From an optimization exercise on the open Yosys and OpenROAD flow, aimed at small area and a short achievable clock period; shortcuts taken in it are not production practice.
For this run, only the layout was checked, not whether the RTL still works.

**flow/flow/run.sh**
```bash
#!/bin/bash
# Standard ORFS layout, with buf_2 port buffers, and timing repair aiming for 10.75 ns of
# setup slack at the design's clock period (i.e. a tighter internal target).
set -euo pipefail
bash standard.sh "BUFFER_PORTS_ARGS=-buffer_cell sky130_fd_sc_hd__buf_2" "SETUP_SLACK_MARGIN=10.75" finish > make_finish.log 2>&1
```
**flow/standard.sh**
```bash
#!/bin/bash
# synth_recipe.tcl (not shown) runs the flow's synth.tcl, then flattens the netlist and writes it again
# the make line also repeats each setting of config.mk as NAME=value (left out here)
make -C /OpenROAD-flow-scripts/flow DESIGN_CONFIG=/design/flow/config.mk WORK_HOME=/design/flow/orfs CLKGATE_MAP_FILE= SYNTH_SCRIPT=/design/flow/synth_recipe.tcl "${@:-finish}"
```
**flow/config.mk**
```make
export PLATFORM = sky130hd
export DESIGN_NAME = MACRegister
export DESIGN_NICKNAME = MACRegister
export VERILOG_FILES = /design/flow/design.v
export SDC_FILE = /design/flow/constraint.sdc
export NUM_CORES = 4
export LEC_CHECK = 0
export CAP_MARGIN = 20
export CORE_MARGIN = 2
export CORE_UTILIZATION = 55
export PLACE_DENSITY = 0.75
export SETUP_SLACK_MARGIN = 1.0
export SLEW_MARGIN = 20
export SYNTH_HIERARCHICAL = 1
export SYNTH_MINIMUM_KEEP_SIZE = 0
```
**flow/constraint.sdc**
```tcl
create_clock -name core_clock -period 19.0 [get_ports {clk}]
set_input_delay 3.8000 -clock core_clock [delete_from_list [all_inputs] [get_ports {clk}]]
set_output_delay 3.8000 -clock core_clock [all_outputs]
set_load 0.01 [all_outputs]
```
**flow/design.v**
```verilog
`timescale 1ns / 1ps
module HalfAdder(
    input a,
    input b,
    output f,
    output carryOut
    );
    assign f = a ^ b;
    assign carryOut = a & b;
endmodule
module HalfAdderN(
    input an,
    input bn,
    output fn,
    output carryOutN
    );
    Xnor2 x(an, bn, fn);
    Or2 o(an, bn, carryOutN);
endmodule
module Or2(input a, input b, output y);
    assign y = a | b;
endmodule
`timescale 1ns / 1ps
module FullAdder(
    input a,
    input b,
    input carryIn,
    output sum,
    output carryOut
    );
    assign sum = a ^ b ^ carryIn;
    assign carryOut = (a & b) | (a & carryIn) | (b & carryIn);
endmodule
`timescale 1ns / 1ps
module Inv(input a, output y);
    assign y = ~a;
endmodule
module Nand2(input a, input b, output y);
    assign y = ~(a & b);
endmodule
module Nor2(input a, input b, output y);
    assign y = ~(a | b);
endmodule
module Aoi21(input a, input b, input c, output y);
    assign y = ~((a & b) | c);
endmodule
module Oai21(input a, input b, input c, output y);
    assign y = ~((a | b) & c);
endmodule
module Xor2(input a, input b, output y);
    assign y = a ^ b;
endmodule
module Xnor2(input a, input b, output y);
    assign y = ~(a ^ b);
endmodule
module Ao21(input a, input b, input c, output y);
    assign y = (a & b) | c;
endmodule
module Ao22(input a, input b, input c, input d, output y);
    assign y = (a & b) | (c & d);
endmodule
module And2(input a, input b, output y);
    assign y = a & b;
endmodule
module Aoi22(input a, input b, input c, input d, output y);
    assign y = ~((a & b) | (c & d));
endmodule
`timescale 1ns / 1ps
module MACRegister(
    input clk,
    input rst,
    input [1:0] opcode,
    input [15:0] a,
    input [15:0] b,
    output [31:0] dataOut
    );
    reg [31:0] register;
    assign dataOut = register;
    wire [31:0] rt = ~register;
    wire pp0_0 = ~(a[0] & b[0]), pp0_1 = ~(a[0] & b[1]), pp0_2 = ~(a[0] & b[2]), pp0_3 = ~(a[0] & b[3]), pp0_4 = ~(a[0] & b[4]), pp0_5 = ~(a[0] & b[5]), pp0_6 = ~(a[0] & b[6]), pp0_7 = ~(a[0] & b[7]), pp0_8 = ~(a[0] & b[8]), pp0_9 = ~(a[0] & b[9]), pp0_10 = ~(a[0] & b[10]), pp0_11 = ~(a[0] & b[11]), pp0_12 = ~(a[0] & b[12]), pp0_13 = ~(a[0] & b[13]), pp0_14 = ~(a[0] & b[14]), pp0_15 = ~(a[0] & b[15]);
    wire pp1_0 = ~(a[1] & b[0]), pp1_1 = ~(a[1] & b[1]), pp1_2 = ~(a[1] & b[2]), pp1_3 = ~(a[1] & b[3]), pp1_4 = ~(a[1] & b[4]), pp1_5 = ~(a[1] & b[5]), pp1_6 = ~(a[1] & b[6]), pp1_7 = ~(a[1] & b[7]), pp1_8 = ~(a[1] & b[8]), pp1_9 = ~(a[1] & b[9]), pp1_10 = ~(a[1] & b[10]), pp1_11 = ~(a[1] & b[11]), pp1_12 = ~(a[1] & b[12]), pp1_13 = ~(a[1] & b[13]), pp1_14 = ~(a[1] & b[14]), pp1_15 = ~(a[1] & b[15]);
    wire pp2_0 = ~(a[2] & b[0]), pp2_1 = ~(a[2] & b[1]), pp2_2 = ~(a[2] & b[2]), pp2_3 = ~(a[2] & b[3]), pp2_4 = ~(a[2] & b[4]), pp2_5 = ~(a[2] & b[5]), pp2_6 = ~(a[2] & b[6]), pp2_7 = ~(a[2] & b[7]), pp2_8 = ~(a[2] & b[8]), pp2_9 = ~(a[2] & b[9]), pp2_10 = ~(a[2] & b[10]), pp2_11 = ~(a[2] & b[11]), pp2_12 = ~(a[2] & b[12]), pp2_13 = ~(a[2] & b[13]), pp2_14 = ~(a[2] & b[14]), pp2_15 = ~(a[2] & b[15]);
    wire pp3_0 = ~(a[3] & b[0]), pp3_1 = ~(a[3] & b[1]), pp3_2 = ~(a[3] & b[2]), pp3_3 = ~(a[3] & b[3]), pp3_4 = ~(a[3] & b[4]), pp3_5 = ~(a[3] & b[5]), pp3_6 = ~(a[3] & b[6]), pp3_7 = ~(a[3] & b[7]), pp3_8 = ~(a[3] & b[8]), pp3_9 = ~(a[3] & b[9]), pp3_10 = ~(a[3] & b[10]), pp3_11 = ~(a[3] & b[11]), pp3_12 = ~(a[3] & b[12]), pp3_13 = ~(a[3] & b[13]), pp3_14 = ~(a[3] & b[14]), pp3_15 = ~(a[3] & b[15]);
    wire pp4_0 = ~(a[4] & b[0]), pp4_1 = ~(a[4] & b[1]), pp4_2 = ~(a[4] & b[2]), pp4_3 = ~(a[4] & b[3]), pp4_4 = ~(a[4] & b[4]), pp4_5 = ~(a[4] & b[5]), pp4_6 = ~(a[4] & b[6]), pp4_7 = ~(a[4] & b[7]), pp4_8 = ~(a[4] & b[8]), pp4_9 = ~(a[4] & b[9]), pp4_10 = ~(a[4] & b[10]), pp4_11 = ~(a[4] & b[11]), pp4_12 = ~(a[4] & b[12]), pp4_13 = ~(a[4] & b[13]), pp4_14 = ~(a[4] & b[14]), pp4_15 = ~(a[4] & b[15]);
    wire pp5_0 = ~(a[5] & b[0]), pp5_1 = ~(a[5] & b[1]), pp5_2 = ~(a[5] & b[2]), pp5_3 = ~(a[5] & b[3]), pp5_4 = ~(a[5] & b[4]), pp5_5 = ~(a[5] & b[5]), pp5_6 = ~(a[5] & b[6]), pp5_7 = ~(a[5] & b[7]), pp5_8 = ~(a[5] & b[8]), pp5_9 = ~(a[5] & b[9]), pp5_10 = ~(a[5] & b[10]), pp5_11 = ~(a[5] & b[11]), pp5_12 = ~(a[5] & b[12]), pp5_13 = ~(a[5] & b[13]), pp5_14 = ~(a[5] & b[14]), pp5_15 = ~(a[5] & b[15]);
    wire pp6_0 = ~(a[6] & b[0]), pp6_1 = ~(a[6] & b[1]), pp6_2 = ~(a[6] & b[2]), pp6_3 = ~(a[6] & b[3]), pp6_4 = ~(a[6] & b[4]), pp6_5 = ~(a[6] & b[5]), pp6_6 = ~(a[6] & b[6]), pp6_7 = ~(a[6] & b[7]), pp6_8 = ~(a[6] & b[8]), pp6_9 = ~(a[6] & b[9]), pp6_10 = ~(a[6] & b[10]), pp6_11 = ~(a[6] & b[11]), pp6_12 = ~(a[6] & b[12]), pp6_13 = ~(a[6] & b[13]), pp6_14 = ~(a[6] & b[14]), pp6_15 = ~(a[6] & b[15]);
    wire pp7_0 = ~(a[7] & b[0]), pp7_1 = ~(a[7] & b[1]), pp7_2 = ~(a[7] & b[2]), pp7_3 = ~(a[7] & b[3]), pp7_4 = ~(a[7] & b[4]), pp7_5 = ~(a[7] & b[5]), pp7_6 = ~(a[7] & b[6]), pp7_7 = ~(a[7] & b[7]), pp7_8 = ~(a[7] & b[8]), pp7_9 = ~(a[7] & b[9]), pp7_10 = ~(a[7] & b[10]), pp7_11 = ~(a[7] & b[11]), pp7_12 = ~(a[7] & b[12]), pp7_13 = ~(a[7] & b[13]), pp7_14 = ~(a[7] & b[14]), pp7_15 = ~(a[7] & b[15]);
    wire pp8_0 = ~(a[8] & b[0]), pp8_1 = ~(a[8] & b[1]), pp8_2 = ~(a[8] & b[2]), pp8_3 = ~(a[8] & b[3]), pp8_4 = ~(a[8] & b[4]), pp8_5 = ~(a[8] & b[5]), pp8_6 = ~(a[8] & b[6]), pp8_7 = ~(a[8] & b[7]), pp8_8 = ~(a[8] & b[8]), pp8_9 = ~(a[8] & b[9]), pp8_10 = ~(a[8] & b[10]), pp8_11 = ~(a[8] & b[11]), pp8_12 = ~(a[8] & b[12]), pp8_13 = ~(a[8] & b[13]), pp8_14 = ~(a[8] & b[14]), pp8_15 = ~(a[8] & b[15]);
    wire pp9_0 = ~(a[9] & b[0]), pp9_1 = ~(a[9] & b[1]), pp9_2 = ~(a[9] & b[2]), pp9_3 = ~(a[9] & b[3]), pp9_4 = ~(a[9] & b[4]), pp9_5 = ~(a[9] & b[5]), pp9_6 = ~(a[9] & b[6]), pp9_7 = ~(a[9] & b[7]), pp9_8 = ~(a[9] & b[8]), pp9_9 = ~(a[9] & b[9]), pp9_10 = ~(a[9] & b[10]), pp9_11 = ~(a[9] & b[11]), pp9_12 = ~(a[9] & b[12]), pp9_13 = ~(a[9] & b[13]), pp9_14 = ~(a[9] & b[14]), pp9_15 = ~(a[9] & b[15]);
    wire pp10_0 = ~(a[10] & b[0]), pp10_1 = ~(a[10] & b[1]), pp10_2 = ~(a[10] & b[2]), pp10_3 = ~(a[10] & b[3]), pp10_4 = ~(a[10] & b[4]), pp10_5 = ~(a[10] & b[5]), pp10_6 = ~(a[10] & b[6]), pp10_7 = ~(a[10] & b[7]), pp10_8 = ~(a[10] & b[8]), pp10_9 = ~(a[10] & b[9]), pp10_10 = ~(a[10] & b[10]), pp10_11 = ~(a[10] & b[11]), pp10_12 = ~(a[10] & b[12]), pp10_13 = ~(a[10] & b[13]), pp10_14 = ~(a[10] & b[14]), pp10_15 = ~(a[10] & b[15]);
    wire pp11_0 = ~(a[11] & b[0]), pp11_1 = ~(a[11] & b[1]), pp11_2 = ~(a[11] & b[2]), pp11_3 = ~(a[11] & b[3]), pp11_4 = ~(a[11] & b[4]), pp11_5 = ~(a[11] & b[5]), pp11_6 = ~(a[11] & b[6]), pp11_7 = ~(a[11] & b[7]), pp11_8 = ~(a[11] & b[8]), pp11_9 = ~(a[11] & b[9]), pp11_10 = ~(a[11] & b[10]), pp11_11 = ~(a[11] & b[11]), pp11_12 = ~(a[11] & b[12]), pp11_13 = ~(a[11] & b[13]), pp11_14 = ~(a[11] & b[14]), pp11_15 = ~(a[11] & b[15]);
    wire pp12_0 = ~(a[12] & b[0]), pp12_1 = ~(a[12] & b[1]), pp12_2 = ~(a[12] & b[2]), pp12_3 = ~(a[12] & b[3]), pp12_4 = ~(a[12] & b[4]), pp12_5 = ~(a[12] & b[5]), pp12_6 = ~(a[12] & b[6]), pp12_7 = ~(a[12] & b[7]), pp12_8 = ~(a[12] & b[8]), pp12_9 = ~(a[12] & b[9]), pp12_10 = ~(a[12] & b[10]), pp12_11 = ~(a[12] & b[11]), pp12_12 = ~(a[12] & b[12]), pp12_13 = ~(a[12] & b[13]), pp12_14 = ~(a[12] & b[14]), pp12_15 = ~(a[12] & b[15]);
    wire pp13_0 = ~(a[13] & b[0]), pp13_1 = ~(a[13] & b[1]), pp13_2 = ~(a[13] & b[2]), pp13_3 = ~(a[13] & b[3]), pp13_4 = ~(a[13] & b[4]), pp13_5 = ~(a[13] & b[5]), pp13_6 = ~(a[13] & b[6]), pp13_7 = ~(a[13] & b[7]), pp13_8 = ~(a[13] & b[8]), pp13_9 = ~(a[13] & b[9]), pp13_10 = ~(a[13] & b[10]), pp13_11 = ~(a[13] & b[11]), pp13_12 = ~(a[13] & b[12]), pp13_13 = ~(a[13] & b[13]), pp13_14 = ~(a[13] & b[14]), pp13_15 = ~(a[13] & b[15]);
    wire pp14_0 = ~(a[14] & b[0]), pp14_1 = ~(a[14] & b[1]), pp14_2 = ~(a[14] & b[2]), pp14_3 = ~(a[14] & b[3]), pp14_4 = ~(a[14] & b[4]), pp14_5 = ~(a[14] & b[5]), pp14_6 = ~(a[14] & b[6]), pp14_7 = ~(a[14] & b[7]), pp14_8 = ~(a[14] & b[8]), pp14_9 = ~(a[14] & b[9]), pp14_10 = ~(a[14] & b[10]), pp14_11 = ~(a[14] & b[11]), pp14_12 = ~(a[14] & b[12]), pp14_13 = ~(a[14] & b[13]), pp14_14 = ~(a[14] & b[14]), pp14_15 = ~(a[14] & b[15]);
    wire pp15_0 = ~(a[15] & b[0]), pp15_1 = ~(a[15] & b[1]), pp15_2 = ~(a[15] & b[2]), pp15_3 = ~(a[15] & b[3]), pp15_4 = ~(a[15] & b[4]), pp15_5 = ~(a[15] & b[5]), pp15_6 = ~(a[15] & b[6]), pp15_7 = ~(a[15] & b[7]), pp15_8 = ~(a[15] & b[8]), pp15_9 = ~(a[15] & b[9]), pp15_10 = ~(a[15] & b[10]), pp15_11 = ~(a[15] & b[11]), pp15_12 = ~(a[15] & b[12]), pp15_13 = ~(a[15] & b[13]), pp15_14 = ~(a[15] & b[14]), pp15_15 = ~(a[15] & b[15]);
    wire s1, c2, s3, c4, s5, c6, s7, c8, s9, c10, s11, c12, s13, c14, s15, c16;
    wire s17, c18, s19, c20, s21, c22, s23, c24, s25, c26, s27, c28, s29, c30, s31, c32;
    wire s33, c34, s35, c36, s37, c38, s39, c40, s41, c42, s43, c44, s45, c46, s47, c48;
    wire s49, c50, s51, c52, s53, c54, s55, c56, s57, c58, s59, c60, s61, c62, s63, c64;
    wire s65, c66, s67, c68, s69, c70, s71, c72, s73, c74, s75, c76, s77, c78, s79, c80;
    wire s81, c82, s83, c84, s85, c86, s87, c88, s89, c90, s91, c92, s93, c94, s95, c96;
    wire s97, c98, s99, c100, s101, c102, s103, c104, s105, c106, s107, c108, s109, c110, s111, c112;
    wire s113, c114, s115, c116, s117, c118, s119, c120, s121, c122, s123, c124, s125, c126, s127, c128;
    wire s129, c130, s131, c132, s133, c134, s135, c136, s137, c138, s139, c140, s141, c142, s143, c144;
    wire s145, c146, s147, c148, s149, c150, s151, c152, s153, c154, s155, c156, s157, c158, s159, c160;
    wire s161, c162, s163, c164, s165, c166, s167, c168, s169, c170, s171, c172, s173, c174, s175, c176;
    wire s177, c178, s179, c180, s181, c182, s183, c184, s185, c186, s187, c188, s189, c190, s191, c192;
    wire s193, c194, s195, c196, s197, c198, s199, c200, s201, c202, s203, c204, s205, c206, s207, c208;
    wire s209, c210, s211, c212, s213, c214, s215, c216, s217, c218, s219, c220, s221, c222, s223, c224;
    wire s225, c226, s227, c228, s229, c230, s231, c232, s233, c234, s235, c236, s237, c238, s239, c240;
    wire s241, c242, s243, c244, s245, c246, s247, c248, s249, c250, s251, c252, s253, c254, s255, c256;
    wire s257, c258, s259, c260, s261, c262, s263, c264, s265, c266, s267, c268, s269, c270, s271, c272;
    wire s273, c274, s275, c276, s277, c278, s279, c280, s281, c282, s283, c284, s285, c286, s287, c288;
    wire s289, c290, s291, c292, s293, c294, s295, c296, s297, c298, s299, c300, s301, c302, s303, c304;
    wire s305, c306, s307, c308, s309, c310, s311, c312, s313, c314, s315, c316, s317, c318, s319, c320;
    wire s321, c322, s323, c324, s325, c326, s327, c328, s329, c330, s331, c332, s333, c334, s335, c336;
    wire s337, c338, s339, c340, s341, c342, s343, c344, s345, c346, s347, c348, s349, c350, s351, c352;
    wire s353, c354, s355, c356, s357, c358, s359, c360, s361, c362, s363, c364, s365, c366, s367, c368;
    wire s369, c370, s371, c372, s373, c374, s375, c376, s377, c378, s379, c380, s381, c382, s383, c384;
    wire s385, c386, s387, c388, s389, c390, s391, c392, s393, c394, s395, c396, s397, c398, s399, c400;
    wire s401, c402, s403, c404, s405, c406, s407, c408, s409, c410, s411, c412, s413, c414, s415, c416;
    wire s417, c418, s419, c420, s421, c422, s423, c424, s425, c426, s427, c428, s429, c430, s431, c432;
    wire s433, c434, s435, c436, s437, c438, s439, c440, s441, c442, s443, c444, s445, c446, s447, c448;
    wire s449, c450, s451, c452, s453, c454, s455, c456, s457, c458, s459, c460, s461, c462, s463, c464;
    wire s465, c466, s467, c468, s469, c470, s471, c472, s473, c474, s475, c476, s477, c478, s479, c480;
    wire s481, c482, s483, c484, s485, c486, s487, c488, s489, c490, s491, c492, s493, c494, s495, c496;
    HalfAdderN ha0(rt[12], pp0_12, s1, c2);
    FullAdder fa0(rt[13], pp0_13, pp10_3, s3, c4);
    HalfAdderN ha1(pp11_2, pp12_1, s5, c6);
    FullAdder fa1(rt[14], pp0_14, pp10_4, s7, c8);
    FullAdder fa2(pp11_3, pp12_2, pp13_1, s9, c10);
    HalfAdderN ha2(pp14_0, pp1_13, s11, c12);
    FullAdder fa3(rt[15], pp0_15, pp10_5, s13, c14);
    FullAdder fa4(pp11_4, pp12_3, pp13_2, s15, c16);
    FullAdder fa5(pp14_1, pp15_0, pp1_14, s17, c18);
    HalfAdderN ha3(pp2_13, pp3_12, s19, c20);
    FullAdder fa6(rt[16], pp10_6, pp11_5, s21, c22);
    FullAdder fa7(pp12_4, pp13_3, pp14_2, s23, c24);
    FullAdder fa8(pp15_1, pp1_15, pp2_14, s25, c26);
    HalfAdderN ha4(pp3_13, pp4_12, s27, c28);
    FullAdder fa9(rt[17], pp10_7, pp11_6, s29, c30);
    FullAdder fa10(pp12_5, pp13_4, pp14_3, s31, c32);
    FullAdder fa11(pp15_2, pp2_15, pp3_14, s33, c34);
    FullAdder fa12(rt[18], pp10_8, pp11_7, s35, c36);
    FullAdder fa13(pp12_6, pp13_5, pp14_4, s37, c38);
    FullAdder fa14(rt[19], pp10_9, pp11_8, s39, c40);
    HalfAdderN ha5(rt[8], pp0_8, s41, c42);
    FullAdder fa15(rt[9], pp0_9, pp1_8, s43, c44);
    HalfAdderN ha6(pp2_7, pp3_6, s45, c46);
    FullAdder fa16(rt[10], pp0_10, pp10_0, s47, c48);
    FullAdder fa17(pp1_9, pp2_8, pp3_7, s49, c50);
    HalfAdderN ha7(pp4_6, pp5_5, s51, c52);
    FullAdder fa18(rt[11], pp0_11, pp10_1, s53, c54);
    FullAdder fa19(pp11_0, pp1_10, pp2_9, s55, c56);
    FullAdder fa20(pp3_8, pp4_7, pp5_6, s57, c58);
    HalfAdderN ha8(pp6_5, pp7_4, s59, c60);
    FullAdder fa21(pp10_2, pp11_1, pp12_0, s61, c62);
    FullAdder fa22(pp1_11, pp2_10, pp3_9, s63, c64);
    FullAdder fa23(pp4_8, pp5_7, pp6_6, s65, c66);
    FullAdder fa24(pp7_5, pp8_4, pp9_3, s67, c68);
    FullAdder fa25(pp13_0, pp1_12, pp2_11, s69, c70);
    FullAdder fa26(pp3_10, pp4_9, pp5_8, s71, c72);
    FullAdder fa27(pp6_7, pp7_6, pp8_5, s73, c74);
    FullAdder fa28(pp9_4, c2, s5, s75, c76);
    FullAdder fa29(pp2_12, pp3_11, pp4_10, s77, c78);
    FullAdder fa30(pp5_9, pp6_8, pp7_7, s79, c80);
    FullAdder fa31(pp8_6, pp9_5, c6, s81, c82);
    FullAdder fa32(s11, c4, s7, s83, c84);
    FullAdder fa33(pp4_11, pp5_10, pp6_9, s85, c86);
    FullAdder fa34(pp7_8, pp8_7, pp9_6, s87, c88);
    FullAdder fa35(c12, s19, c8, s89, c90);
    FullAdder fa36(c10, s13, s15, s91, c92);
    FullAdder fa37(pp5_11, pp6_10, pp7_9, s93, c94);
    FullAdder fa38(pp8_8, pp9_7, c20, s95, c96);
    FullAdder fa39(s27, c14, c16, s97, c98);
    FullAdder fa40(c18, s21, s23, s99, c100);
    FullAdder fa41(pp4_13, pp5_12, pp6_11, s101, c102);
    FullAdder fa42(pp7_10, pp8_9, pp9_8, s103, c104);
    FullAdder fa43(c28, c22, c24, s105, c106);
    FullAdder fa44(c26, s29, s31, s107, c108);
    FullAdder fa45(pp15_3, pp3_15, pp4_14, s109, c110);
    FullAdder fa46(pp5_13, pp6_12, pp7_11, s111, c112);
    FullAdder fa47(pp8_10, pp9_9, c30, s113, c114);
    FullAdder fa48(c32, c34, s35, s115, c116);
    FullAdder fa49(pp12_7, pp13_6, pp14_5, s117, c118);
    FullAdder fa50(pp15_4, pp4_15, pp5_14, s119, c120);
    FullAdder fa51(pp6_13, pp7_12, pp8_11, s121, c122);
    FullAdder fa52(pp9_10, c36, c38, s123, c124);
    FullAdder fa53(rt[20], pp10_10, pp11_9, s125, c126);
    FullAdder fa54(pp12_8, pp13_7, pp14_6, s127, c128);
    FullAdder fa55(pp15_5, pp5_15, pp6_14, s129, c130);
    FullAdder fa56(pp7_13, pp8_12, pp9_11, s131, c132);
    FullAdder fa57(rt[21], pp10_11, pp11_10, s133, c134);
    FullAdder fa58(pp12_9, pp13_8, pp14_7, s135, c136);
    FullAdder fa59(pp15_6, pp6_15, pp7_14, s137, c138);
    FullAdder fa60(rt[22], pp10_12, pp11_11, s139, c140);
    FullAdder fa61(pp12_10, pp13_9, pp14_8, s141, c142);
    FullAdder fa62(rt[23], pp10_13, pp11_12, s143, c144);
    HalfAdderN ha9(rt[5], pp0_5, s145, c146);
    FullAdder fa63(rt[6], pp0_6, pp1_5, s147, c148);
    HalfAdderN ha10(pp2_4, pp3_3, s149, c150);
    FullAdder fa64(rt[7], pp0_7, pp1_6, s151, c152);
    FullAdder fa65(pp2_5, pp3_4, pp4_3, s153, c154);
    HalfAdderN ha11(pp5_2, pp6_1, s155, c156);
    FullAdder fa66(pp1_7, pp2_6, pp3_5, s157, c158);
    FullAdder fa67(pp4_4, pp5_3, pp6_2, s159, c160);
    FullAdder fa68(pp7_1, pp8_0, s41, s161, c162);
    FullAdder fa69(pp4_5, pp5_4, pp6_3, s163, c164);
    FullAdder fa70(pp7_2, pp8_1, pp9_0, s165, c166);
    FullAdder fa71(c42, s45, s43, s167, c168);
    FullAdder fa72(pp6_4, pp7_3, pp8_2, s169, c170);
    FullAdder fa73(pp9_1, c46, s51, s171, c172);
    FullAdder fa74(c44, s47, s49, s173, c174);
    FullAdder fa75(pp8_3, pp9_2, c52, s175, c176);
    FullAdder fa76(s59, c48, c50, s177, c178);
    FullAdder fa77(s53, s55, s57, s179, c180);
    FullAdder fa78(c60, s1, c54, s181, c182);
    FullAdder fa79(c56, c58, s61, s183, c184);
    FullAdder fa80(s63, s65, s67, s185, c186);
    FullAdder fa81(c62, c64, c66, s187, c188);
    FullAdder fa82(c68, s3, s69, s189, c190);
    FullAdder fa83(s71, s73, s75, s191, c192);
    FullAdder fa84(c70, c72, c74, s193, c194);
    FullAdder fa85(s77, s79, s9, s195, c196);
    FullAdder fa86(c76, s81, s83, s197, c198);
    FullAdder fa87(c78, c80, s17, s199, c200);
    FullAdder fa88(s85, s87, c82, s201, c202);
    FullAdder fa89(c84, s89, s91, s203, c204);
    FullAdder fa90(c86, c88, s25, s205, c206);
    FullAdder fa91(s93, s95, c90, s207, c208);
    FullAdder fa92(s97, c92, s99, s209, c210);
    FullAdder fa93(c94, s101, s103, s211, c212);
    FullAdder fa94(s33, c96, c98, s213, c214);
    FullAdder fa95(s105, c100, s107, s215, c216);
    FullAdder fa96(c102, c104, s109, s217, c218);
    FullAdder fa97(s111, s37, c106, s219, c220);
    FullAdder fa98(s113, c108, s115, s221, c222);
    FullAdder fa99(c110, c112, s39, s223, c224);
    FullAdder fa100(s117, s119, s121, s225, c226);
    FullAdder fa101(c114, s123, c116, s227, c228);
    FullAdder fa102(c40, c118, c120, s229, c230);
    FullAdder fa103(c122, s125, s127, s231, c232);
    FullAdder fa104(s129, s131, c124, s233, c234);
    FullAdder fa105(pp8_13, pp9_12, c126, s235, c236);
    FullAdder fa106(c128, c130, c132, s237, c238);
    FullAdder fa107(s133, s135, s137, s239, c240);
    FullAdder fa108(pp15_7, pp7_15, pp8_14, s241, c242);
    FullAdder fa109(pp9_13, c134, c136, s243, c244);
    FullAdder fa110(c138, s139, s141, s245, c246);
    FullAdder fa111(pp12_11, pp13_10, pp14_9, s247, c248);
    FullAdder fa112(pp15_8, pp8_15, pp9_14, s249, c250);
    FullAdder fa113(c140, c142, s143, s251, c252);
    FullAdder fa114(rt[24], pp10_14, pp11_13, s253, c254);
    FullAdder fa115(pp12_12, pp13_11, pp14_10, s255, c256);
    FullAdder fa116(pp15_9, pp9_15, c144, s257, c258);
    FullAdder fa117(rt[25], pp10_15, pp11_14, s259, c260);
    FullAdder fa118(pp12_13, pp13_12, pp14_11, s261, c262);
    FullAdder fa119(rt[26], pp11_15, pp12_14, s263, c264);
    HalfAdderN ha12(rt[3], pp0_3, s265, c266);
    FullAdder fa120(rt[4], pp0_4, pp1_3, s267, c268);
    HalfAdderN ha13(pp2_2, pp3_1, s269, c270);
    FullAdder fa121(pp1_4, pp2_3, pp3_2, s271, c272);
    FullAdder fa122(pp4_1, pp5_0, s145, s273, c274);
    FullAdder fa123(pp4_2, pp5_1, pp6_0, s275, c276);
    FullAdder fa124(c146, s149, s147, s277, c278);
    FullAdder fa125(pp7_0, c150, s155, s279, c280);
    FullAdder fa126(c148, s151, s153, s281, c282);
    FullAdder fa127(c156, c152, c154, s283, c284);
    FullAdder fa128(s157, s159, s161, s285, c286);
    FullAdder fa129(c158, c160, s163, s287, c288);
    FullAdder fa130(s165, c162, s167, s289, c290);
    FullAdder fa131(c164, c166, s169, s291, c292);
    FullAdder fa132(s171, c168, s173, s293, c294);
    FullAdder fa133(c170, c172, s175, s295, c296);
    FullAdder fa134(c174, s177, s179, s297, c298);
    FullAdder fa135(c176, c178, s181, s299, c300);
    FullAdder fa136(c180, s183, s185, s301, c302);
    FullAdder fa137(c182, c184, c186, s303, c304);
    FullAdder fa138(s187, s189, s191, s305, c306);
    FullAdder fa139(c188, c190, s193, s307, c308);
    FullAdder fa140(s195, c192, s197, s309, c310);
    FullAdder fa141(c194, c196, s199, s311, c312);
    FullAdder fa142(s201, c198, s203, s313, c314);
    FullAdder fa143(c200, s205, c202, s315, c316);
    FullAdder fa144(s207, c204, s209, s317, c318);
    FullAdder fa145(c206, s211, c208, s319, c320);
    FullAdder fa146(s213, c210, s215, s321, c322);
    FullAdder fa147(c212, s217, c214, s323, c324);
    FullAdder fa148(s219, c216, s221, s325, c326);
    FullAdder fa149(c218, s223, s225, s327, c328);
    FullAdder fa150(c220, c222, s227, s329, c330);
    FullAdder fa151(c224, s229, c226, s331, c332);
    FullAdder fa152(s231, s233, c228, s333, c334);
    FullAdder fa153(s235, c230, c232, s335, c336);
    FullAdder fa154(s237, s239, c234, s337, c338);
    FullAdder fa155(s241, c236, s243, s339, c340);
    FullAdder fa156(c238, c240, s245, s341, c342);
    FullAdder fa157(c242, s247, s249, s343, c344);
    FullAdder fa158(c244, c246, s251, s345, c346);
    FullAdder fa159(c248, c250, s253, s347, c348);
    FullAdder fa160(s255, s257, c252, s349, c350);
    FullAdder fa161(pp15_10, c254, c256, s351, c352);
    FullAdder fa162(s259, s261, c258, s353, c354);
    FullAdder fa163(pp13_13, pp14_12, pp15_11, s355, c356);
    FullAdder fa164(c260, c262, s263, s357, c358);
    FullAdder fa165(rt[27], pp12_15, pp13_14, s359, c360);
    FullAdder fa166(pp14_13, pp15_12, c264, s361, c362);
    FullAdder fa167(rt[28], pp13_15, pp14_14, s363, c364);
    HalfAdderN ha14(rt[2], pp0_2, s365, c366);
    FullAdder fa168(pp1_2, pp2_1, pp3_0, s367, c368);
    FullAdder fa169(pp4_0, c266, s269, s369, c370);
    FullAdder fa170(c270, c268, s271, s371, c372);
    FullAdder fa171(c272, s275, c274, s373, c374);
    FullAdder fa172(c276, s279, c278, s375, c376);
    FullAdder fa173(c280, c282, s283, s377, c378);
    FullAdder fa174(c284, s287, c286, s379, c380);
    FullAdder fa175(c288, s291, c290, s381, c382);
    FullAdder fa176(c292, s295, c294, s383, c384);
    FullAdder fa177(c296, s299, c298, s385, c386);
    FullAdder fa178(c300, c302, s303, s387, c388);
    FullAdder fa179(c304, s307, c306, s389, c390);
    FullAdder fa180(c308, s311, c310, s391, c392);
    FullAdder fa181(c312, s315, c314, s393, c394);
    FullAdder fa182(c316, s319, c318, s395, c396);
    FullAdder fa183(c320, s323, c322, s397, c398);
    FullAdder fa184(s327, c324, c326, s399, c400);
    FullAdder fa185(c328, s331, c330, s401, c402);
    FullAdder fa186(s335, c332, s337, s403, c404);
    FullAdder fa187(c336, s339, s341, s405, c406);
    FullAdder fa188(s343, c340, c342, s407, c408);
    FullAdder fa189(c344, s347, c346, s409, c410);
    FullAdder fa190(s351, c348, s353, s411, c412);
    FullAdder fa191(s355, c352, s357, s413, c414);
    FullAdder fa192(c356, s359, s361, s415, c416);
    FullAdder fa193(pp15_13, c360, s363, s417, c418);
    FullAdder fa194(rt[29], pp14_15, pp15_14, s419, c420);
    HalfAdderN ha15(rt[1], pp0_1, s421, c422);
    FullAdder fa195(pp1_1, pp2_0, s365, s423, c424);
    FullAdder fa196(c366, s265, s367, s425, c426);
    FullAdder fa197(c368, s267, s369, s427, c428);
    FullAdder fa198(c370, s273, s371, s429, c430);
    FullAdder fa199(c372, s277, s373, s431, c432);
    FullAdder fa200(s281, c374, s375, s433, c434);
    FullAdder fa201(c376, s285, s377, s435, c436);
    FullAdder fa202(c378, s289, s379, s437, c438);
    FullAdder fa203(s293, c380, s381, s439, c440);
    FullAdder fa204(s297, c382, s383, s441, c442);
    FullAdder fa205(s301, c384, s385, s443, c444);
    FullAdder fa206(s305, c386, s387, s445, c446);
    FullAdder fa207(c388, s309, s389, s447, c448);
    FullAdder fa208(s313, c390, s391, s449, c450);
    FullAdder fa209(s317, c392, s393, s451, c452);
    FullAdder fa210(s321, c394, s395, s453, c454);
    FullAdder fa211(s325, c396, s397, s455, c456);
    FullAdder fa212(s329, c398, s399, s457, c458);
    FullAdder fa213(s333, c400, s401, s459, c460);
    FullAdder fa214(c334, s403, c402, s461, c462);
    FullAdder fa215(c338, s405, c404, s463, c464);
    FullAdder fa216(s345, c406, s407, s465, c466);
    FullAdder fa217(s349, c408, s409, s467, c468);
    FullAdder fa218(c350, s411, c410, s469, c470);
    FullAdder fa219(c354, s413, c412, s471, c472);
    FullAdder fa220(c358, c414, s415, s473, c474);
    FullAdder fa221(c362, s417, c416, s475, c476);
    FullAdder fa222(c364, s419, c418, s477, c478);
    FullAdder fa223(rt[30], pp15_15, c420, s479, c480);
    HalfAdderN ha16(rt[0], pp0_0, s481, c482);
    FullAdder fa224(pp1_0, c482, s421, s483, c484);
    FullAdder fa225(c422, c484, s423, s485, c486);
    FullAdder fa226(c424, s425, c486, s487, c488);
    FullAdder fa227(c426, s427, c488, s489, c490);
    FullAdder fa228(c428, s429, c490, s491, c492);
    FullAdder fa229(c430, s431, c492, s493, c494);
    FullAdder fa230(c432, s433, c494, s495, c496);
    wire [31:0] x = {c480, c478, c476, c474, c472, c470, c468, c466, c464, c462, c460, c458, c456, c454, c452, c450, c448, c446, c444, c442, c440, c438, c436, c434, s495, s493, s491, s489, s487, s485, s483, s481};
    wire [31:0] y = {rt[31], s479, s477, s475, s473, s471, s469, s467, s465, s463, s461, s459, s457, s455, s453, s451, s449, s447, s445, s443, s441, s439, s437, s435, 1'b1, 1'b1, 1'b1, 1'b1, 1'b1, 1'b1, 1'b1, 1'b1};
    wire n497, n498, n499, n500, n501, n502, n503, n504, n505, n506, n507, n508, n509, n510, n511, n512, n513, n514, n515, n516, n517, n518, n519, n520, n521, n522, n523, n524, n525, n526, n527, n528, n529, n530, n531, n532, n533, n534, n535, n536, n537, n538, n539, n540, n541, n542, n543, n544, n545, n546, n547, n548, n549, n550, n551, n552, n553, n554, n555, n556, n557, n558, n559, n560, n561, n562, n563, n564, n565, n566, n567, n568, n569, n570, n571, n572, n573, n574, n575, n576, n577, n578, n579, n580, n581, n582, n583, n584, n585, n586, n587, n588, n589, n590, n591, n592, n593, n594, n595, n596, n597, n598, n599, n600, n601, n602, n603, n604, n605, n606, n607, n608, n609, n610, n611, n612, n613, n614, n615, n616, n617, n618, n619, n620, n621, n622, n623, n624, n625, n626, n627, n628, n629, n630, n631, n632, n633, n634, n635, n636, n637, n638, n639, n640, n641, n642, n643, n644, n645, n646, n647, n648, n649, n650, n651, n652, n653, n654, n655, n656, n657, n658, n659, n660, n661, n662, n663, n664, n665, n666, n667, n668, n669, n670, n671, n672, n673, n674, n675, n676, n677, n678, n679, n680, n681, n682, n683, n684, n685, n686, n687, n688, n689, n690, n691, n692, n693, n694;
    Xor2 u_n497(x[8], y[8], n497);
    Nand2 u_n498(x[8], y[8], n498);
    Nor2 u_n499(x[8], y[8], n499);
    Inv u_n500(c496, n500);
    Oai21 u_n501(n499, n500, n498, n501);
    Xor2 u_n502(x[9], y[9], n502);
    Nand2 u_n503(x[9], y[9], n503);
    Nor2 u_n504(x[9], y[9], n504);
    Xor2 u_n505(x[10], y[10], n505);
    Nand2 u_n506(x[10], y[10], n506);
    Nor2 u_n507(x[10], y[10], n507);
    Xor2 u_n508(x[11], y[11], n508);
    Nand2 u_n509(x[11], y[11], n509);
    Nor2 u_n510(x[11], y[11], n510);
    Xor2 u_n511(x[12], y[12], n511);
    Nand2 u_n512(x[12], y[12], n512);
    Nor2 u_n513(x[12], y[12], n513);
    Xor2 u_n514(x[13], y[13], n514);
    Nand2 u_n515(x[13], y[13], n515);
    Nor2 u_n516(x[13], y[13], n516);
    Xor2 u_n517(x[14], y[14], n517);
    Nand2 u_n518(x[14], y[14], n518);
    Nor2 u_n519(x[14], y[14], n519);
    Xor2 u_n520(x[15], y[15], n520);
    Nand2 u_n521(x[15], y[15], n521);
    Nor2 u_n522(x[15], y[15], n522);
    Xor2 u_n523(x[16], y[16], n523);
    Nand2 u_n524(x[16], y[16], n524);
    Nor2 u_n525(x[16], y[16], n525);
    Xor2 u_n526(x[17], y[17], n526);
    Nand2 u_n527(x[17], y[17], n527);
    Nor2 u_n528(x[17], y[17], n528);
    Xor2 u_n529(x[18], y[18], n529);
    Nand2 u_n530(x[18], y[18], n530);
    Nor2 u_n531(x[18], y[18], n531);
    Xor2 u_n532(x[19], y[19], n532);
    Nand2 u_n533(x[19], y[19], n533);
    Nor2 u_n534(x[19], y[19], n534);
    Xor2 u_n535(x[20], y[20], n535);
    Nand2 u_n536(x[20], y[20], n536);
    Nor2 u_n537(x[20], y[20], n537);
    Xor2 u_n538(x[21], y[21], n538);
    Nand2 u_n539(x[21], y[21], n539);
    Nor2 u_n540(x[21], y[21], n540);
    Xor2 u_n541(x[22], y[22], n541);
    Nand2 u_n542(x[22], y[22], n542);
    Nor2 u_n543(x[22], y[22], n543);
    Xor2 u_n544(x[23], y[23], n544);
    Nand2 u_n545(x[23], y[23], n545);
    Nor2 u_n546(x[23], y[23], n546);
    Xor2 u_n547(x[24], y[24], n547);
    Nand2 u_n548(x[24], y[24], n548);
    Nor2 u_n549(x[24], y[24], n549);
    Xor2 u_n550(x[25], y[25], n550);
    Nand2 u_n551(x[25], y[25], n551);
    Nor2 u_n552(x[25], y[25], n552);
    Xor2 u_n553(x[26], y[26], n553);
    Nand2 u_n554(x[26], y[26], n554);
    Nor2 u_n555(x[26], y[26], n555);
    Xor2 u_n556(x[27], y[27], n556);
    Nand2 u_n557(x[27], y[27], n557);
    Nor2 u_n558(x[27], y[27], n558);
    Xor2 u_n559(x[28], y[28], n559);
    Nand2 u_n560(x[28], y[28], n560);
    Nor2 u_n561(x[28], y[28], n561);
    Xor2 u_n562(x[29], y[29], n562);
    Nand2 u_n563(x[29], y[29], n563);
    Nor2 u_n564(x[29], y[29], n564);
    Xor2 u_n565(x[30], y[30], n565);
    Nand2 u_n566(x[30], y[30], n566);
    Nor2 u_n567(x[30], y[30], n567);
    Xor2 u_n568(x[31], y[31], n568);
    Nand2 u_n569(x[31], y[31], n569);
    Nor2 u_n570(x[31], y[31], n570);
    Inv u_n571(n501, n571);
    Oai21 u_n572(n504, n571, n503, n572);
    Oai21 u_n573(n510, n506, n509, n573);
    Nor2 u_n574(n510, n507, n574);
    Oai21 u_n575(n516, n512, n515, n575);
    Nor2 u_n576(n516, n513, n576);
    Oai21 u_n577(n522, n518, n521, n577);
    Nor2 u_n578(n522, n519, n578);
    Oai21 u_n579(n528, n524, n527, n579);
    Nor2 u_n580(n528, n525, n580);
    Oai21 u_n581(n534, n530, n533, n581);
    Nor2 u_n582(n534, n531, n582);
    Oai21 u_n583(n540, n536, n539, n583);
    Nor2 u_n584(n540, n537, n584);
    Oai21 u_n585(n546, n542, n545, n585);
    Nor2 u_n586(n546, n543, n586);
    Oai21 u_n587(n552, n548, n551, n587);
    Nor2 u_n588(n552, n549, n588);
    Oai21 u_n589(n558, n554, n557, n589);
    Nor2 u_n590(n558, n555, n590);
    Oai21 u_n591(n564, n560, n563, n591);
    Nor2 u_n592(n564, n561, n592);
    Oai21 u_n593(n570, n566, n569, n593);
    Nor2 u_n594(n570, n567, n594);
    Inv u_n595(n572, n595);
    Oai21 u_n596(n507, n595, n506, n596);
    Aoi21 u_n597(n574, n572, n573, n597);
    Inv u_n598(n575, n598);
    Oai21 u_n599(n519, n598, n518, n599);
    Inv u_n600(n576, n600);
    Nor2 u_n601(n519, n600, n601);
    Aoi21 u_n602(n578, n575, n577, n602);
    Nand2 u_n603(n578, n576, n603);
    Inv u_n604(n579, n604);
    Oai21 u_n605(n531, n604, n530, n605);
    Inv u_n606(n580, n606);
    Nor2 u_n607(n531, n606, n607);
    Aoi21 u_n608(n582, n579, n581, n608);
    Nand2 u_n609(n582, n580, n609);
    Inv u_n610(n583, n610);
    Oai21 u_n611(n543, n610, n542, n611);
    Inv u_n612(n584, n612);
    Nor2 u_n613(n543, n612, n613);
    Aoi21 u_n614(n586, n583, n585, n614);
    Nand2 u_n615(n586, n584, n615);
    Inv u_n616(n587, n616);
    Oai21 u_n617(n555, n616, n554, n617);
    Inv u_n618(n588, n618);
    Nor2 u_n619(n555, n618, n619);
    Aoi21 u_n620(n590, n587, n589, n620);
    Nand2 u_n621(n590, n588, n621);
    Inv u_n622(n591, n622);
    Oai21 u_n623(n567, n622, n566, n623);
    Inv u_n624(n592, n624);
    Nor2 u_n625(n567, n624, n625);
    Aoi21 u_n626(n594, n591, n593, n626);
    Nand2 u_n627(n594, n592, n627);
    Oai21 u_n628(n513, n597, n512, n628);
    Inv u_n629(n597, n629);
    Aoi21 u_n630(n576, n629, n575, n630);
    Aoi21 u_n631(n601, n629, n599, n631);
    Oai21 u_n632(n603, n597, n602, n632);
    Oai21 u_n633(n537, n608, n536, n633);
    Nor2 u_n634(n537, n609, n634);
    Inv u_n635(n608, n635);
    Aoi21 u_n636(n584, n635, n583, n636);
    Inv u_n637(n609, n637);
    Nand2 u_n638(n584, n637, n638);
    Aoi21 u_n639(n613, n635, n611, n639);
    Nand2 u_n640(n613, n637, n640);
    Oai21 u_n641(n615, n608, n614, n641);
    Nor2 u_n642(n615, n609, n642);
    Oai21 u_n643(n561, n620, n560, n643);
    Nor2 u_n644(n561, n621, n644);
    Inv u_n645(n620, n645);
    Aoi21 u_n646(n592, n645, n591, n646);
    Inv u_n647(n621, n647);
    Nand2 u_n648(n592, n647, n648);
    Aoi21 u_n649(n625, n645, n623, n649);
    Nand2 u_n650(n625, n647, n650);
    Oai21 u_n651(n627, n620, n626, n651);
    Nor2 u_n652(n627, n621, n652);
    Inv u_n653(n632, n653);
    Oai21 u_n654(n525, n653, n524, n654);
    Aoi21 u_n655(n580, n632, n579, n655);
    Aoi21 u_n656(n607, n632, n605, n656);
    Oai21 u_n657(n609, n653, n608, n657);
    Aoi21 u_n658(n634, n632, n633, n658);
    Oai21 u_n659(n638, n653, n636, n659);
    Oai21 u_n660(n640, n653, n639, n660);
    Aoi21 u_n661(n642, n632, n641, n661);
    Oai21 u_n662(n549, n661, n548, n662);
    Inv u_n663(n661, n663);
    Aoi21 u_n664(n588, n663, n587, n664);
    Aoi21 u_n665(n619, n663, n617, n665);
    Oai21 u_n666(n621, n661, n620, n666);
    Aoi21 u_n667(n644, n663, n643, n667);
    Oai21 u_n668(n648, n661, n646, n668);
    Oai21 u_n669(n650, n661, n649, n669);
    Aoi21 u_n670(n652, n663, n651, n670);
    wire sM = ~rst & (opcode == 2'd2);
    wire sL = ~rst & (opcode == 2'd1);
    wire sH = ~rst & (opcode[0] == opcode[1]);
    wire [31:0] other, nxt;
    Ao22 u_o0(sL, b[0], sH, register[0], other[0]);
    Ao22 u_o1(sL, b[1], sH, register[1], other[1]);
    Ao22 u_o2(sL, b[2], sH, register[2], other[2]);
    Ao22 u_o3(sL, b[3], sH, register[3], other[3]);
    Ao22 u_o4(sL, b[4], sH, register[4], other[4]);
    Ao22 u_o5(sL, b[5], sH, register[5], other[5]);
    Ao22 u_o6(sL, b[6], sH, register[6], other[6]);
    Ao22 u_o7(sL, b[7], sH, register[7], other[7]);
    Ao22 u_o8(sL, b[8], sH, register[8], other[8]);
    Ao22 u_o9(sL, b[9], sH, register[9], other[9]);
    Ao22 u_o10(sL, b[10], sH, register[10], other[10]);
    Ao22 u_o11(sL, b[11], sH, register[11], other[11]);
    Ao22 u_o12(sL, b[12], sH, register[12], other[12]);
    Ao22 u_o13(sL, b[13], sH, register[13], other[13]);
    Ao22 u_o14(sL, b[14], sH, register[14], other[14]);
    Ao22 u_o15(sL, b[15], sH, register[15], other[15]);
    Ao22 u_o16(sL, a[0], sH, register[16], other[16]);
    Ao22 u_o17(sL, a[1], sH, register[17], other[17]);
    Ao22 u_o18(sL, a[2], sH, register[18], other[18]);
    Ao22 u_o19(sL, a[3], sH, register[19], other[19]);
    Ao22 u_o20(sL, a[4], sH, register[20], other[20]);
    Ao22 u_o21(sL, a[5], sH, register[21], other[21]);
    Ao22 u_o22(sL, a[6], sH, register[22], other[22]);
    Ao22 u_o23(sL, a[7], sH, register[23], other[23]);
    Ao22 u_o24(sL, a[8], sH, register[24], other[24]);
    Ao22 u_o25(sL, a[9], sH, register[25], other[25]);
    Ao22 u_o26(sL, a[10], sH, register[26], other[26]);
    Ao22 u_o27(sL, a[11], sH, register[27], other[27]);
    Ao22 u_o28(sL, a[12], sH, register[28], other[28]);
    Ao22 u_o29(sL, a[13], sH, register[29], other[29]);
    Ao22 u_o30(sL, a[14], sH, register[30], other[30]);
    Ao22 u_o31(sL, a[15], sH, register[31], other[31]);
    assign nxt[0] = (sM & ~x[0]) | other[0];
    assign nxt[1] = (sM & ~x[1]) | other[1];
    assign nxt[2] = (sM & ~x[2]) | other[2];
    assign nxt[3] = (sM & ~x[3]) | other[3];
    assign nxt[4] = (sM & ~x[4]) | other[4];
    assign nxt[5] = (sM & ~x[5]) | other[5];
    assign nxt[6] = (sM & ~x[6]) | other[6];
    assign nxt[7] = (sM & ~x[7]) | other[7];
    Xnor2 u_n671(n497, c496, n671);
    Ao21 u_d8(sM, n671, other[8], nxt[8]);
    Xnor2 u_n672(n502, n501, n672);
    Ao21 u_d9(sM, n672, other[9], nxt[9]);
    Xnor2 u_n673(n505, n572, n673);
    Ao21 u_d10(sM, n673, other[10], nxt[10]);
    Xnor2 u_n674(n508, n596, n674);
    Ao21 u_d11(sM, n674, other[11], nxt[11]);
    Xor2 u_n675(n511, n597, n675);
    Ao21 u_d12(sM, n675, other[12], nxt[12]);
    Xnor2 u_n676(n514, n628, n676);
    Ao21 u_d13(sM, n676, other[13], nxt[13]);
    Xor2 u_n677(n517, n630, n677);
    Ao21 u_d14(sM, n677, other[14], nxt[14]);
    Xor2 u_n678(n520, n631, n678);
    Ao21 u_d15(sM, n678, other[15], nxt[15]);
    Xnor2 u_n679(n523, n632, n679);
    Ao21 u_d16(sM, n679, other[16], nxt[16]);
    Xnor2 u_n680(n526, n654, n680);
    Ao21 u_d17(sM, n680, other[17], nxt[17]);
    Xor2 u_n681(n529, n655, n681);
    Ao21 u_d18(sM, n681, other[18], nxt[18]);
    Xor2 u_n682(n532, n656, n682);
    Ao21 u_d19(sM, n682, other[19], nxt[19]);
    Xnor2 u_n683(n535, n657, n683);
    Ao21 u_d20(sM, n683, other[20], nxt[20]);
    Xor2 u_n684(n538, n658, n684);
    Ao21 u_d21(sM, n684, other[21], nxt[21]);
    Xnor2 u_n685(n541, n659, n685);
    Ao21 u_d22(sM, n685, other[22], nxt[22]);
    Xnor2 u_n686(n544, n660, n686);
    Ao21 u_d23(sM, n686, other[23], nxt[23]);
    Xor2 u_n687(n547, n661, n687);
    Ao21 u_d24(sM, n687, other[24], nxt[24]);
    Xnor2 u_n688(n550, n662, n688);
    Ao21 u_d25(sM, n688, other[25], nxt[25]);
    Xor2 u_n689(n553, n664, n689);
    Ao21 u_d26(sM, n689, other[26], nxt[26]);
    Xor2 u_n690(n556, n665, n690);
    Ao21 u_d27(sM, n690, other[27], nxt[27]);
    Xnor2 u_n691(n559, n666, n691);
    Ao21 u_d28(sM, n691, other[28], nxt[28]);
    Xor2 u_n692(n562, n667, n692);
    Ao21 u_d29(sM, n692, other[29], nxt[29]);
    Xnor2 u_n693(n565, n668, n693);
    Ao21 u_d30(sM, n693, other[30], nxt[30]);
    Xnor2 u_n694(n568, n669, n694);
    Ao21 u_d31(sM, n694, other[31], nxt[31]);
    always @ (posedge clk)
        register <= nxt;
endmodule
```
==> flow_summary.toml <==
[timing]
slew_headroom_pct = 29.6
fmax_ghz = 0.123
clock_skew_ns = 0.00699
finalMaxSlewViolations = 0
setup_tns_ns = 0
setup_viol = 0
period_minus_slack_ns = 8.12
rsz0062_at_grt = "no"
tightest_slew_ns = 1.05
hold_violations = 0
period_share_pct = 42.7

[cells_and_area]
final_util_pct = 60.7
top_regs = "register (32)"
nNetsFinal = 1208
final_common_cell = "nand2_1"
nFillCells = 1331
area_growth_pct = 8.86
diodes = 0
drive_above_1_share_pct = 16.2
top_register = "register"
largest_register_ffs = 32
final_area_um2 = 9580
final_cell_mix = "nand2_1 (283), fa_1 (221), inv_1 (52)"

[floorplan]
dieArea_um2 = 17000
initial_core_util_pct = 55.8
coreArea_um2 = 15800
die_y_um = 130
die_w_um = 130
io_pins = 68
rows = 46

[worst_setup_path]
worst_setup_path_end_kind = "register"
r2r-start = "register[2]"
crit_type = "in -> reg"
arrival_ns = 8.30
reg2reg_slack_ns = 14.08
r2r_cells = 20
start_kind = "input pin"
required_ns = 19.18
critical_path_peak_fanout = 6
r2r-end = "register[29]"

[clocking]
cts.hold.buffers_added = 0
clk_pin_slew_ns = 0.06
clockBufferDepth = 2
clk_latency_ns = 0.30
root_buffer = "clkbuf_16"
cts_buffers = 5
cts_sinks = 32
cts_tree = "done"
htree_num_levels = 2

[global_routing]
grt_pass1_vias = 7287
grt_antenna_before_repair = 0
grt_pass1_wl_mm = 37.6
overflow = 0
grt_usage_pct = 29.5
grt_max_degree = 33

[synthesis]
synthMuxAreaShare_pct = 0
synth.yosys.warnings = 7
syn-cell-area_um2 = 8800
synth_top_family_by_area = "adder cells"
synth_nets = 1180
synth_xor_area_share_pct = 6.47
synthAdderAreaFrac_pct = 52.8
synth_compound_area_share_pct = 9.90
synth_cells = 911
yosys-top-cells-area = "fa_1 (53%), nand2_1 (12%), dfxtp_1 (7.3%)"
ys_ff_latch = 32
syn_area_per_cell_um2 = 9.66
synth_top_area_share_pct = 52.6
synthDistinctLibCells = 21
yosysTopAreaCell = "fa_1"
yosysSeqAreaShare_pct = 7.28
synth-simple-area-share_pct = 15.6

[detailed_routing]
drt_wl_total_mm = 23.4
wl_per_cell_um = 20.3
drt-vias-per-instance = 5.81
via_count = 6713
drtIter0Drc = 533
met1_length_mm = 8.73
firstDrtPassIters = 5
ant_nets = 0
met2_length_mm = 11.8
wl_met3_mm = 1.80
drc = 0
routed.top_layer = "met4"

[worst_hold_path]
worstHoldStart = "register[17]"
whs_path_depth = 2
min-delay-path-class = "reg -> reg"
worstHoldEndpoint = "register[17]"

[place]
dp_hpwl_mm = 17.0
gp_congestion = 0.915
placed_area_um2 = 8950
io_buffers = 67

[outcome]
outcome = "complete, no violations"

[job]
drv_cap = 0
-- worst max-delay path by stage --
stage | to | startpoint | slack, ns
2_1_floorplan | register[26] | a[0] | 10.76
3_3_place_gp | register[27] | a[0] | 10.25
3_5_place_dp | register[29] | a[0] | 10.17
4_1_cts | register[29] | a[10] | 10.76
5_1_grt | register[29] | a[3] | 10.72
6_report | register[29] | a[0] | 10.88
-- modules after synthesis, one instance, submodules excluded, a selection --
| module | copies in the design | cell area (um^2) | flops+latches | cells inside |
|---|---|---|---|---|
| Xor2 | 34 | 8.76 | 0 | 1 |
| Inv | 20 | 3.75 | 0 | 1 |
| Ao21 | 24 | 7.51 | 0 | 1 |
| Oai21 | 31 | 5.00 | 0 | 1 |
| Or2 | 17 | 6.26 | 0 | 1 |
| Ao22 | 32 | 8.76 | 0 | 1 |
| Xnor2 | 31 | 8.76 | 0 | 1 |
| FullAdder | 231 | 20.0 | 0 | 1 |
| MACRegister | 1 | 2380 | 32 | 401 |
| Nand2 | 31 | 3.75 | 0 | 1 |
| Aoi21 | 18 | 8.76 | 0 | 1 |
| Nor2 | 41 | 3.75 | 0 | 1 |
-- repair_timing --
| item | 4_1_cts | 5_1_grt |
|---|---|---|
| resized for setup | 23 | 68 |
| hold endpoints to repair | 0 | 0 |
| buffers inserted | 1 | 18 |
| pin swaps | 1 | 18 |
| endpoints found under the setup margin | 16 | 13 |
-- stage by stage --
stage	cells	worst slack [ns]	hold WS [ns]
after floorplan	911	10.76	0.605
after global placement	1129	10.25	0.555
after detailed placement	1129	10.17	0.553
after CTS	1137	10.76	0.575
after global routing	1155	10.72	0.602
final	1155	10.88	0.575
-- layer usage --
metal | up-vias | GRT usage [%]
met3 | 86 | 5.25
met2 | 337 | 49.9
met5 | - | 0
met1 | 3461 | 37.0
met4 | 0 | 14.4
li1 | 2829 | -
-- area by class of cell --
type / instances / area, um^2 / share of cell area [%]
clock buffers: 7 / 153 / 1.59
flip-flops and latches: 32 / 641 / 6.69
inverters: 55 / 206 / 2.16
repair buffers: 86 / 732 / 7.64
well taps: 216 / 270 / 2.82
multi-input cells: 759 / 7580 / 79.1
-- worst max-delay path, cell delays in order --
cell and delay [ns]:
buf_16 0.09, nand2_2 0.07, xnor2_2 0.14, fa_1 0.51
fa_2 0.38, fa_2 0.37, fa_2 0.38, fa_2 0.38
fa_2 0.39, fa_2 0.40, inv_2 0.07, o21ai_2 0.09
inv_2 0.08, o21ai_4 0.06, a21oi_4 0.23, o21ai_4 0.13
a21oi_4 0.23, inv_2 0.09, a21oi_2 0.15, xor2_1 0.08
a21o_1 0.16
-- synthesized netlist by cell type --
| master | instances |
|---|---|
| buf_6 | 23 |
| dfxtp_1 | 32 |
| xnor2_1 | 31 |
| nand2b_4 | 1 |
| nand2_1 | 287 |
| buf_4 | 10 |
| or2_1 | 17 |
| a21oi_2 | 18 |
| inv_1 | 55 |
| clkbuf_2 | 31 |
| buf_2 | 1 |
| nor2_1 | 41 |
| ha_1 | 2 |
| o21bai_4 | 1 |
| xor2_1 | 34 |
| a21o_1 | 24 |
| fa_1 | 231 |
| and2b_2 | 2 |
| a22o_1 | 32 |
| o21bai_2 | 7 |
| o21ai_1 | 31 |
-- cell families (layout without fill, tap and decap cells) --
| family | count (synthesis) | in the layout |
|---|---|---|
| XOR/XNOR | 65 | 65 |
| AO/OA/AOI/OAI | 113 | 113 |
| flip-flops | 32 | 32 |
| buffers and inverters | 120 | 148 |
| adder cells (fa/ha/maj) | 233 | 233 |
| AND/OR/NAND/NOR | 348 | 348 |

==> what the ideal ports hide <==
Ports are ideal in the flow. The routed layout listed here was re-timed in OpenROAD.
Step 1 sets driving cells, clkbuf_16 on the clock port and buf_2 on the other inputs (assumed; they add their load-dependent delay and slew).
Step 2, shift: input delay + t, output delay - t, t = (earliest + latest rising clock arrival at the registers) / 2. This alone moves slack from input paths to output paths.
Slacks: ideal ports / drivers / drivers and shift; pairs: ideal ports / drivers.
shift t [ns]: 0.333
setup slack, ns: 10.883 / 10.837 / 10.505
cell pins on the clock port's net: 1
After both steps this run still meets setup and hold. The setup slack of this run moves by -0.046 ns with the drivers and by -0.378 ns with both steps.
